This design comes from an exercise in tuning for small area on the open sky130 flow, not from production work. RTL that was checked went through simulation tests only; none was proved equivalent to the original.

==> inputs of indigo <==
## fifo
module fifo #(
  parameter DWIDTH             = 4,
  parameter AWIDTH             = 8,
  parameter SHOWAHEAD          = 1,
  parameter ALMOST_FULL_VALUE  = 6,
  parameter ALMOST_EMPTY_VALUE = 2,
  parameter REGISTER_OUTPUT    = 0
)(
  input                     clk_i,
  input                     srst_i,
  input [DWIDTH-1:0]        data_i,
  input                     wrreq_i,
  input                     rdreq_i,
  output logic [DWIDTH-1:0] q_o,
  output logic              empty_o,
  output logic              full_o,
  output logic [AWIDTH:0]   usedw_o,
  output logic              almost_full_o,
  output logic              almost_empty_o
);
  logic [AWIDTH:0]   size;
  logic [DWIDTH-1:0] rd_word;
  memory #(
    .DWIDTH ( DWIDTH ),
    .AWIDTH ( AWIDTH )
  ) memory_block (
    .clk_i   (clk_i),
    .data_i  (data_i),
    .wrreq_i (wrreq_i),
    .rd_ind_i(size[AWIDTH-1:0]),
    .rd_en_i (!empty_o),
    .q_o     (rd_word)
  );
  assign usedw_o        = size;
  assign almost_full_o  = (size >= ALMOST_FULL_VALUE);
  assign almost_empty_o = (size < ALMOST_EMPTY_VALUE);
  assign q_o            = rd_word;
  always_ff @(posedge clk_i)
    if (srst_i)
      size <= '0;
    else if (wrreq_i && !rdreq_i)
      size <= size + 1'b1;
    else if (rdreq_i && !wrreq_i)
      size <= size - 1'b1;
  always_ff @(posedge clk_i)
    if (srst_i)
      full_o <= 1'b0;
    else if (size == (1 << AWIDTH) - 1 && wrreq_i && !rdreq_i)
      full_o <= 1'b1;
    else if (rdreq_i)
      full_o <= 1'b0;
  always_ff @(posedge clk_i)
    if (srst_i)
      empty_o <= 1'b1;
    else
      empty_o <= (size == 0) || (size == 1 && rdreq_i);
endmodule
==> flow/config.mk <==
export PLATFORM = sky130hd
export DESIGN_NAME = fifo
export DESIGN_NICKNAME = fifo
export VERILOG_FILES = /design/flow/design.v
export SDC_FILE = /design/flow/constraint.sdc
export NUM_CORES = 4
export LEC_CHECK = 0
export CAP_MARGIN = 20
export CORE_MARGIN = 2
export CORE_UTILIZATION = 70
export CTS_BUF_LIST = sky130_fd_sc_hd__clkbuf_4 sky130_fd_sc_hd__clkbuf_8
export SLEW_MARGIN = 20
export SYNTH_HIERARCHICAL = 1
export SYNTH_MINIMUM_KEEP_SIZE = 0
==> flow/constraint.sdc <==
create_clock -name core_clock -period 5.0 [get_ports {clk_i}]
set_input_delay 1.0000 -clock core_clock [delete_from_list [all_inputs] [get_ports {clk_i}]]
set_output_delay 1.0000 -clock core_clock [all_outputs]
set_load 0.01 [all_outputs]
run.sh (not shown) runs the stock make flow with config.mk's settings and CLKGATE_MAP_FILE= SYNTH_SCRIPT=/design/flow/synth_recipe.tcl, a recipe that flattens the netlist after the stock synthesis.
==> delta: changes against indigo <==
--- a/flow/design.v
+++ b/flow/design.v
@@ -2,23 +2,24 @@
   parameter DWIDTH = 4,
   parameter AWIDTH = 8
 )(
   input                     clk_i,
   input [DWIDTH-1:0]        data_i,
   input                     wrreq_i,
   input [AWIDTH-1:0]        rd_ind_i,
-  input                     rd_en_i,
   output logic [DWIDTH-1:0] q_o
 );
   localparam DEPTH = 1 << AWIDTH;
   logic [DWIDTH-1:0] data [DEPTH-1:0];
   always_ff @(posedge clk_i)
-    if (wrreq_i)
-      for (int i = 0; i < DEPTH; i++)
-        data[(i + 1) % DEPTH] <= (i == 0) ? data_i : data[i];
+    if (wrreq_i) begin
+      data[2] <= data_i;
+      for (int i = 2; i < DEPTH; i++)
+        data[(i + 1) % DEPTH] <= data[i];
+    end
   logic [63:0] row;
   logic [3:0] col;
   wire n1, n2, n3, n4, n5, n6, n7, n8, n9, n10, n11, n12, n13, n14, n15, n16, n17, n18, n19, n20, n21, n22, n23, n24, n25, n26, n27, n28, n29, n30, n31, n32, n33, n34, n35, n36, n37, n38, n39, n40, n41, n42, n43, n44, n45, n46, n47, n48, n49, n50, n51, n52, n53, n54, n55, n56, n57, n58, n59, n60, n61, n62, n63, n64, n65, n66, n67, n68, n69, n70, n71, n72, n73, n74, n75, n76, n77, n78, n79, n80, n81, n82, n83, n84, n85, n86, n87, n88, n89, n90, n91, n92, n93, n94, n95, n96, n97, n98, n99, n100, n101, n102, n103, n104, n105, n106, n107, n108, n109, n110, n111, n112, n113, n114, n115, n116, n117, n118, n119, n120, n121, n122, n123, n124, n125, n126, n127, n128, n129, n130, n131, n132, n133, n134, n135, n136, n137, n138, n139, n140, n141, n142, n143, n144, n145, n146, n147, n148, n149, n150, n151, n152, n153, n154, n155, n156, n157, n158, n159, n160, n161, n162, n163, n164, n165, n166, n167, n168, n169, n170, n171, n172, n173, n174, n175, n176, n177, n178, n179, n180, n181, n182, n183, n184, n185, n186, n187, n188, n189, n190, n191, n192, n193, n194, n195, n196, n197, n198, n199, n200, n201, n202, n203, n204, n205, n206, n207, n208, n209, n210, n211, n212, n213, n214, n215, n216, n217, n218, n219, n220, n221, n222, n223, n224, n225, n226, n227, n228, n229, n230, n231, n232, n233, n234, n235, n236, n237, n238, n239, n240, n241, n242, n243, n244, n245, n246, n247, n248, n249, n250, n251, n252, n253, n254, n255, n256, n257, n258, n259, n260, n261, n262, n263, n264, n265, n266, n267, n268, n269, n270, n271, n272, n273, n274, n275, n276, n277, n278, n279, n280, n281, n282, n283, n284, n285, n286, n287, n288, n289, n290, n291, n292, n293, n294, n295, n296, n297, n298, n299, n300, n301, n302, n303, n304, n305, n306, n307, n308, n309, n310, n311, n312, n313, n314, n315, n316, n317, n318, n319, n320, n321, n322, n323, n324, n325, n326, n327, n328, n329, n330, n331, n332, n333, n334, n335, n336, n337, n338, n339, n340, n341, n342, n343, n344, n345, n346, n347, n348, n349, n350, n351, n352, n353, n354, n355, n356, n357, n358, n359, n360, n361, n362, n363, n364, n365, n366, n367, n368, n369, n370, n371, n372, n373, n374, n375, n376, n377, n378, n379, n380, n381, n382, n383, n384, n385, n386, n387, n388, n389, n390, n391, n392, n393, n394, n395, n396, n397, n398, n399, n400, n401, n402, n403, n404, n405, n406, n407, n408, n409, n410, n411, n412, n413, n414, n415, n416, n417, n418, n419, n420, n421, n422, n423, n424, n425, n426, n427, n428, n429, n430, n431, n432, n433, n434, n435, n436, n437, n438, n439, n440, n441, n442, n443, n444, n445, n446, n447, n448, n449, n450, n451, n452, n453, n454, n455, n456, n457, n458, n459, n460, n461, n462, n463, n464, n465, n466, n467, n468, n469, n470, n471, n472, n473, n474, n475, n476, n477, n478, n479, n480, n481, n482, n483, n484, n485, n486, n487, n488, n489, n490, n491, n492, n493, n494, n495, n496, n497, n498, n499, n500, n501, n502, n503, n504, n505, n506, n507, n508, n509, n510, n511, n512, n513, n514, n515, n516, n517, n518, n519, n520, n521, n522, n523, n524, n525, n526, n527, n528, n529, n530, n531, n532, n533, n534, n535, n536, n537, n538, n539, n540, n541, n542, n543, n544, n545, n546, n547, n548, n549, n550, n551, n552, n553, n554, n555, n556, n557, n558, n559, n560, n561, n562, n563, n564, n565, n566, n567, n568, n569, n570, n571, n572, n573, n574, n575, n576, n577, n578, n579, n580, n581, n582, n583, n584, n585, n586, n587, n588, n589, n590, n591, n592, n593, n594, n595, n596, n597, n598, n599, n600, n601, n602, n603, n604, n605, n606, n607, n608, n609, n610, n611, n612, n613, n614, n615, n616;
   rd_inv u1 (rd_ind_i[0], n1);
   rd_inv u2 (rd_ind_i[1], n2);
   rd_inv u3 (rd_ind_i[2], n3);
   rd_inv u4 (rd_ind_i[3], n4);
@@ -166,21 +167,21 @@
   assign row[60] = n85;
   rd_nor2 u86 (n24, n14, n86);
   assign row[61] = n86;
   rd_nor2 u87 (n24, n15, n87);
   assign row[62] = n87;
   rd_nor2 u88 (n24, n16, n88);
   assign row[63] = n88;
-  rd_and3 u89 (rd_en_i, n1, n2, n89);
+  rd_and2 u89 (n1, n2, n89);
   assign col[0] = n89;
-  rd_and3 u90 (rd_en_i, rd_ind_i[0], n2, n90);
+  rd_and2 u90 (rd_ind_i[0], n2, n90);
   assign col[1] = n90;
-  rd_and3 u91 (rd_en_i, n1, rd_ind_i[1], n91);
+  rd_and2 u91 (n1, rd_ind_i[1], n91);
   assign col[2] = n91;
-  rd_and3 u92 (rd_en_i, rd_ind_i[0], rd_ind_i[1], n92);
+  rd_and2 u92 (rd_ind_i[0], rd_ind_i[1], n92);
   assign col[3] = n92;
   rd_aoi222 u93 (data[0][0], row[0], data[4][0], row[1], data[8][0], row[2], n93);
   rd_aoi222 u94 (data[12][0], row[3], data[16][0], row[4], data[20][0], row[5], n94);
   rd_aoi222 u95 (data[24][0], row[6], data[28][0], row[7], data[32][0], row[8], n95);
   rd_aoi222 u96 (data[36][0], row[9], data[40][0], row[10], data[44][0], row[11], n96);
   rd_aoi222 u97 (data[48][0], row[12], data[52][0], row[13], data[56][0], row[14], n97);
   rd_aoi222 u98 (data[60][0], row[15], data[64][0], row[16], data[68][0], row[17], n98);
@@ -206,15 +207,15 @@
   rd_nand4 u118 (n105, n106, n107, n108, n118);
   rd_nand4 u119 (n109, n110, n111, n112, n119);
   rd_nand2 u120 (n113, n114, n120);
   rd_nor2 u121 (n115, n116, n121);
   rd_nor2 u122 (n117, n118, n122);
   rd_nor2 u123 (n119, n120, n123);
   rd_nand3 u124 (n121, n122, n123, n124);
-  rd_aoi222 u125 (data[1][0], row[0], data[5][0], row[1], data[9][0], row[2], n125);
+  rd_aoi222 u125 (data[2][0], row[0], data[5][0], row[1], data[9][0], row[2], n125);
   rd_aoi222 u126 (data[13][0], row[3], data[17][0], row[4], data[21][0], row[5], n126);
   rd_aoi222 u127 (data[25][0], row[6], data[29][0], row[7], data[33][0], row[8], n127);
   rd_aoi222 u128 (data[37][0], row[9], data[41][0], row[10], data[45][0], row[11], n128);
   rd_aoi222 u129 (data[49][0], row[12], data[53][0], row[13], data[57][0], row[14], n129);
   rd_aoi222 u130 (data[61][0], row[15], data[65][0], row[16], data[69][0], row[17], n130);
   rd_aoi222 u131 (data[73][0], row[18], data[77][0], row[19], data[81][0], row[20], n131);
   rd_aoi222 u132 (data[85][0], row[21], data[89][0], row[22], data[93][0], row[23], n132);
@@ -338,15 +339,15 @@
   rd_nand4 u249 (n236, n237, n238, n239, n249);
   rd_nand4 u250 (n240, n241, n242, n243, n250);
   rd_nand2 u251 (n244, n245, n251);
   rd_nor2 u252 (n246, n247, n252);
   rd_nor2 u253 (n248, n249, n253);
   rd_nor2 u254 (n250, n251, n254);
   rd_nand3 u255 (n252, n253, n254, n255);
-  rd_aoi222 u256 (data[1][1], row[0], data[5][1], row[1], data[9][1], row[2], n256);
+  rd_aoi222 u256 (data[2][1], row[0], data[5][1], row[1], data[9][1], row[2], n256);
   rd_aoi222 u257 (data[13][1], row[3], data[17][1], row[4], data[21][1], row[5], n257);
   rd_aoi222 u258 (data[25][1], row[6], data[29][1], row[7], data[33][1], row[8], n258);
   rd_aoi222 u259 (data[37][1], row[9], data[41][1], row[10], data[45][1], row[11], n259);
   rd_aoi222 u260 (data[49][1], row[12], data[53][1], row[13], data[57][1], row[14], n260);
   rd_aoi222 u261 (data[61][1], row[15], data[65][1], row[16], data[69][1], row[17], n261);
   rd_aoi222 u262 (data[73][1], row[18], data[77][1], row[19], data[81][1], row[20], n262);
   rd_aoi222 u263 (data[85][1], row[21], data[89][1], row[22], data[93][1], row[23], n263);
@@ -470,15 +471,15 @@
   rd_nand4 u380 (n367, n368, n369, n370, n380);
   rd_nand4 u381 (n371, n372, n373, n374, n381);
   rd_nand2 u382 (n375, n376, n382);
   rd_nor2 u383 (n377, n378, n383);
   rd_nor2 u384 (n379, n380, n384);
   rd_nor2 u385 (n381, n382, n385);
   rd_nand3 u386 (n383, n384, n385, n386);
-  rd_aoi222 u387 (data[1][2], row[0], data[5][2], row[1], data[9][2], row[2], n387);
+  rd_aoi222 u387 (data[2][2], row[0], data[5][2], row[1], data[9][2], row[2], n387);
   rd_aoi222 u388 (data[13][2], row[3], data[17][2], row[4], data[21][2], row[5], n388);
   rd_aoi222 u389 (data[25][2], row[6], data[29][2], row[7], data[33][2], row[8], n389);
   rd_aoi222 u390 (data[37][2], row[9], data[41][2], row[10], data[45][2], row[11], n390);
   rd_aoi222 u391 (data[49][2], row[12], data[53][2], row[13], data[57][2], row[14], n391);
   rd_aoi222 u392 (data[61][2], row[15], data[65][2], row[16], data[69][2], row[17], n392);
   rd_aoi222 u393 (data[73][2], row[18], data[77][2], row[19], data[81][2], row[20], n393);
   rd_aoi222 u394 (data[85][2], row[21], data[89][2], row[22], data[93][2], row[23], n394);
@@ -602,15 +603,15 @@
   rd_nand4 u511 (n498, n499, n500, n501, n511);
   rd_nand4 u512 (n502, n503, n504, n505, n512);
   rd_nand2 u513 (n506, n507, n513);
   rd_nor2 u514 (n508, n509, n514);
   rd_nor2 u515 (n510, n511, n515);
   rd_nor2 u516 (n512, n513, n516);
   rd_nand3 u517 (n514, n515, n516, n517);
-  rd_aoi222 u518 (data[1][3], row[0], data[5][3], row[1], data[9][3], row[2], n518);
+  rd_aoi222 u518 (data[2][3], row[0], data[5][3], row[1], data[9][3], row[2], n518);
   rd_aoi222 u519 (data[13][3], row[3], data[17][3], row[4], data[21][3], row[5], n519);
   rd_aoi222 u520 (data[25][3], row[6], data[29][3], row[7], data[33][3], row[8], n520);
   rd_aoi222 u521 (data[37][3], row[9], data[41][3], row[10], data[45][3], row[11], n521);
   rd_aoi222 u522 (data[49][3], row[12], data[53][3], row[13], data[57][3], row[14], n522);
   rd_aoi222 u523 (data[61][3], row[15], data[65][3], row[16], data[69][3], row[17], n523);
   rd_aoi222 u524 (data[73][3], row[18], data[77][3], row[19], data[81][3], row[20], n524);
   rd_aoi222 u525 (data[85][3], row[21], data[89][3], row[22], data[93][3], row[23], n525);
@@ -739,19 +740,19 @@
 endmodule
 module rd_inv (
   input  a,
   output y
 );
   assign y = ~a;
 endmodule
-module rd_and3 (
-  input  a, b, c,
+module rd_and2 (
+  input  a, b,
   output y
 );
-  assign y = a & b & c;
+  assign y = a & b;
 endmodule
 module fifo #(
   parameter DWIDTH             = 4,
   parameter AWIDTH             = 8,
   parameter SHOWAHEAD          = 1,
   parameter ALMOST_FULL_VALUE  = 6,
   parameter ALMOST_EMPTY_VALUE = 2,
@@ -766,43 +767,109 @@
   output logic              empty_o,
   output logic              full_o,
   output logic [AWIDTH:0]   usedw_o,
   output logic              almost_full_o,
   output logic              almost_empty_o
 );
   logic [AWIDTH:0]   size;
-  logic [DWIDTH-1:0] rd_word;
+  logic [AWIDTH:0]   size_next;
+  logic              full_next;
+  logic              empty_next;
+  logic              head_en;
+  logic [DWIDTH-1:0] head;
+  logic [DWIDTH-1:0] head_next;
+  logic [DWIDTH-1:0] next_word;
   memory #(
     .DWIDTH ( DWIDTH ),
     .AWIDTH ( AWIDTH )
   ) memory_block (
     .clk_i   (clk_i),
     .data_i  (data_i),
     .wrreq_i (wrreq_i),
     .rd_ind_i(size[AWIDTH-1:0]),
-    .rd_en_i (!empty_o),
-    .q_o     (rd_word)
+    .q_o     (next_word)
   );
-  assign usedw_o        = size;
-  assign almost_full_o  = (size >= ALMOST_FULL_VALUE);
-  assign almost_empty_o = (size < ALMOST_EMPTY_VALUE);
-  assign q_o            = rd_word;
-  always_ff @(posedge clk_i)
-    if (srst_i)
-      size <= '0;
-    else if (wrreq_i && !rdreq_i)
-      size <= size + 1'b1;
-    else if (rdreq_i && !wrreq_i)
-      size <= size - 1'b1;
+  control #(
+    .DWIDTH            ( DWIDTH ),
+    .AWIDTH            ( AWIDTH ),
+    .ALMOST_FULL_VALUE ( ALMOST_FULL_VALUE ),
+    .ALMOST_EMPTY_VALUE( ALMOST_EMPTY_VALUE )
+  ) control_block (
+    .srst_i          (srst_i),
+    .wrreq_i         (wrreq_i),
+    .rdreq_i         (rdreq_i),
+    .size_i          (size),
+    .full_i          (full_o),
+    .empty_i         (empty_o),
+    .head_i          (head),
+    .next_word_i     (next_word),
+    .size_next_o     (size_next),
+    .full_next_o     (full_next),
+    .empty_next_o    (empty_next),
+    .head_en_o       (head_en),
+    .head_next_o     (head_next),
+    .q_o             (q_o),
+    .almost_full_o   (almost_full_o),
+    .almost_empty_o  (almost_empty_o)
+  );
+  assign usedw_o = size;
   always_ff @(posedge clk_i)
+    if (head_en)
+      head <= head_next;
+  always_ff @(posedge clk_i) begin
+    size    <= size_next;
+    full_o  <= full_next;
+    empty_o <= empty_next;
+  end
+endmodule
+module control #(
+  parameter DWIDTH             = 4,
+  parameter AWIDTH             = 8,
+  parameter ALMOST_FULL_VALUE  = 6,
+  parameter ALMOST_EMPTY_VALUE = 2
+)(
+  input                     srst_i,
+  input                     wrreq_i,
+  input                     rdreq_i,
+  input [AWIDTH:0]          size_i,
+  input                     full_i,
+  input                     empty_i,
+  input [DWIDTH-1:0]        head_i,
+  input [DWIDTH-1:0]        next_word_i,
+  output logic [AWIDTH:0]   size_next_o,
+  output logic              full_next_o,
+  output logic              empty_next_o,
+  output logic              head_en_o,
+  output logic [DWIDTH-1:0] head_next_o,
+  output logic [DWIDTH-1:0] q_o,
+  output logic              almost_full_o,
+  output logic              almost_empty_o
+);
+  assign almost_full_o  = (size_i >= ALMOST_FULL_VALUE);
+  assign almost_empty_o = (size_i < ALMOST_EMPTY_VALUE);
+  assign q_o            = empty_i ? '0 : head_i;
+  assign head_en_o   = rdreq_i || empty_i;
+  assign head_next_o = next_word_i;
+  logic             dn;
+  logic [AWIDTH+1:0] carry;
+  assign dn       = rdreq_i && !wrreq_i;
+  assign carry[0] = rdreq_i ^ wrreq_i;
+  always_comb
+    for (int j = 0; j <= AWIDTH; j++) begin
+      carry[j+1]     = carry[j] && (size_i[j] ^ dn);
+      size_next_o[j] = !srst_i && (size_i[j] ^ carry[j]);
+    end
+  always_comb
     if (srst_i)
-      full_o <= 1'b0;
-    else if (size == (1 << AWIDTH) - 1 && wrreq_i && !rdreq_i)
-      full_o <= 1'b1;
+      full_next_o = 1'b0;
+    else if (size_i == (1 << AWIDTH) - 1 && wrreq_i && !rdreq_i)
+      full_next_o = 1'b1;
     else if (rdreq_i)
-      full_o <= 1'b0;
-  always_ff @(posedge clk_i)
+      full_next_o = 1'b0;
+    else
+      full_next_o = full_i;
+  always_comb
     if (srst_i)
-      empty_o <= 1'b1;
+      empty_next_o = 1'b1;
     else
-      empty_o <= (size == 0) || (size == 1 && rdreq_i);
+      empty_next_o = (size_i == 0) || (size_i == 1 && rdreq_i);
 endmodule
==> flow/flow/run.sh (new file) <==
#!/bin/bash
# Own flow: the standard layout (standard.sh) with two changes to how
# the layout is made:
#  - clock tree synthesis with small leaf buffers (clkbuf_4 driving clusters
#    of at most 10 flip-flops) and no dummy loads,
#  - port buffers of the smallest buffer cell (repair_design still sizes them).
# Each tool's full output stays in orfs/logs; make's output goes to standard.log.
set -o pipefail
bash standard.sh \
  "CTS_ARGS=-sink_clustering_enable -repair_clock_nets -dont_use_dummy_load -sink_clustering_size 10 -sink_clustering_max_diameter 30 -buf_list sky130_fd_sc_hd__clkbuf_4 -root_buf sky130_fd_sc_hd__clkbuf_16" \
  "BUFFER_PORTS_ARGS=-buffer_cell sky130_fd_sc_hd__buf_1" \
  finish > standard.log 2>&1
==> flow/standard.sh (new file) <==
#!/bin/bash
# synth_recipe.tcl (not shown) runs the flow's synth.tcl, then flattens the netlist and writes it again
# the make line also repeats each setting of config.mk as NAME=value (left out here)
make -C /OpenROAD-flow-scripts/flow DESIGN_CONFIG=/design/flow/config.mk WORK_HOME=/design/flow/orfs CLKGATE_MAP_FILE= SYNTH_SCRIPT=/design/flow/synth_recipe.tcl "${@:-finish}"
==> flow/config.mk (replaced) <==
export PLATFORM = sky130hd
export DESIGN_NAME = fifo
export DESIGN_NICKNAME = fifo
export VERILOG_FILES = /design/flow/design.v
export SDC_FILE = /design/flow/constraint.sdc
export NUM_CORES = 4
export LEC_CHECK = 0
export CAP_MARGIN = 10
export CORE_MARGIN = 2
export CORE_UTILIZATION = 70
export CTS_BUF_LIST = sky130_fd_sc_hd__clkbuf_16
export CTS_CLUSTER_DIAMETER = 60
export CTS_CLUSTER_SIZE = 30
export SLEW_MARGIN = 10
export SYNTH_HIERARCHICAL = 1
export SYNTH_MINIMUM_KEEP_SIZE = 0
removed: flow/run.sh
==> qor.yml <==
status: "no timing/DRC/antenna violations"
ys_types: 34
place_inst: 2509
min-delay-start: "memory_block.data[72][0]"
p_comb_uw: 1180
drt-initial-drc-count: 4924
critPathMaxStageDelay_ps: 390
drive_gt1_frac: 0.1810
final_cell_mix: "edfxtp_1, a222oi_1, clkbuf_8, nor2_1, nand4_1"
The numbers above come from indigo.

==> qor.yml <==
status: "no timing/DRC/antenna violations"
critPathMaxStageDelay_ps: 580
drt-initial-drc-count: 4612
utilization: 0.7566
min-delay-start: "memory_block.data[149][0]"
place_inst: 2468
ys_types: 35
nMultiInputCombCells: 670
p_comb_uw: 504
drive_gt1_frac: 0.1195
track_usage: 0.3071
final_cell_mix: "edfxtp_1, a222oi_1, clkbuf_4, nor2_1, nand4_1"
The numbers above come from delta.

For indigo, only the layout was checked, not whether the RTL still works.

-- separate check: timing with driven ports --
The results above use ideal ports. As a check the final layouts listed here were re-extracted and re-timed, cells and wires unchanged.
Step 1: set_driving_cell puts a clkbuf_16 on clk_i and a buf_2 on each other input, an assumption about the parent block.
Step 2 adds t to the input delays and takes it off the output delays; t is the mean of the earliest and latest rising clock arrival at the registers after step 1. Input paths then give back, and output paths get back, about the clock's delay inside the block.
Three values: ideal, step 1, step 2; two values: the first two.
run	t, ns	slack for setup (ns)	hold WS [ns]	slew at the worst register clock pin (ns)	cell pins on the clock port's net
indigo	0.852	0.051 / -0.011 / 0.841	0.440 / 0.440 / 0.440	0.07 / 0.07	1
delta	0.736	1.274 / 1.274 / 1.274	0.404 / 0.404 / 0.404	0.11 / 0.11	1
After both steps setup and hold are still met in every run listed.
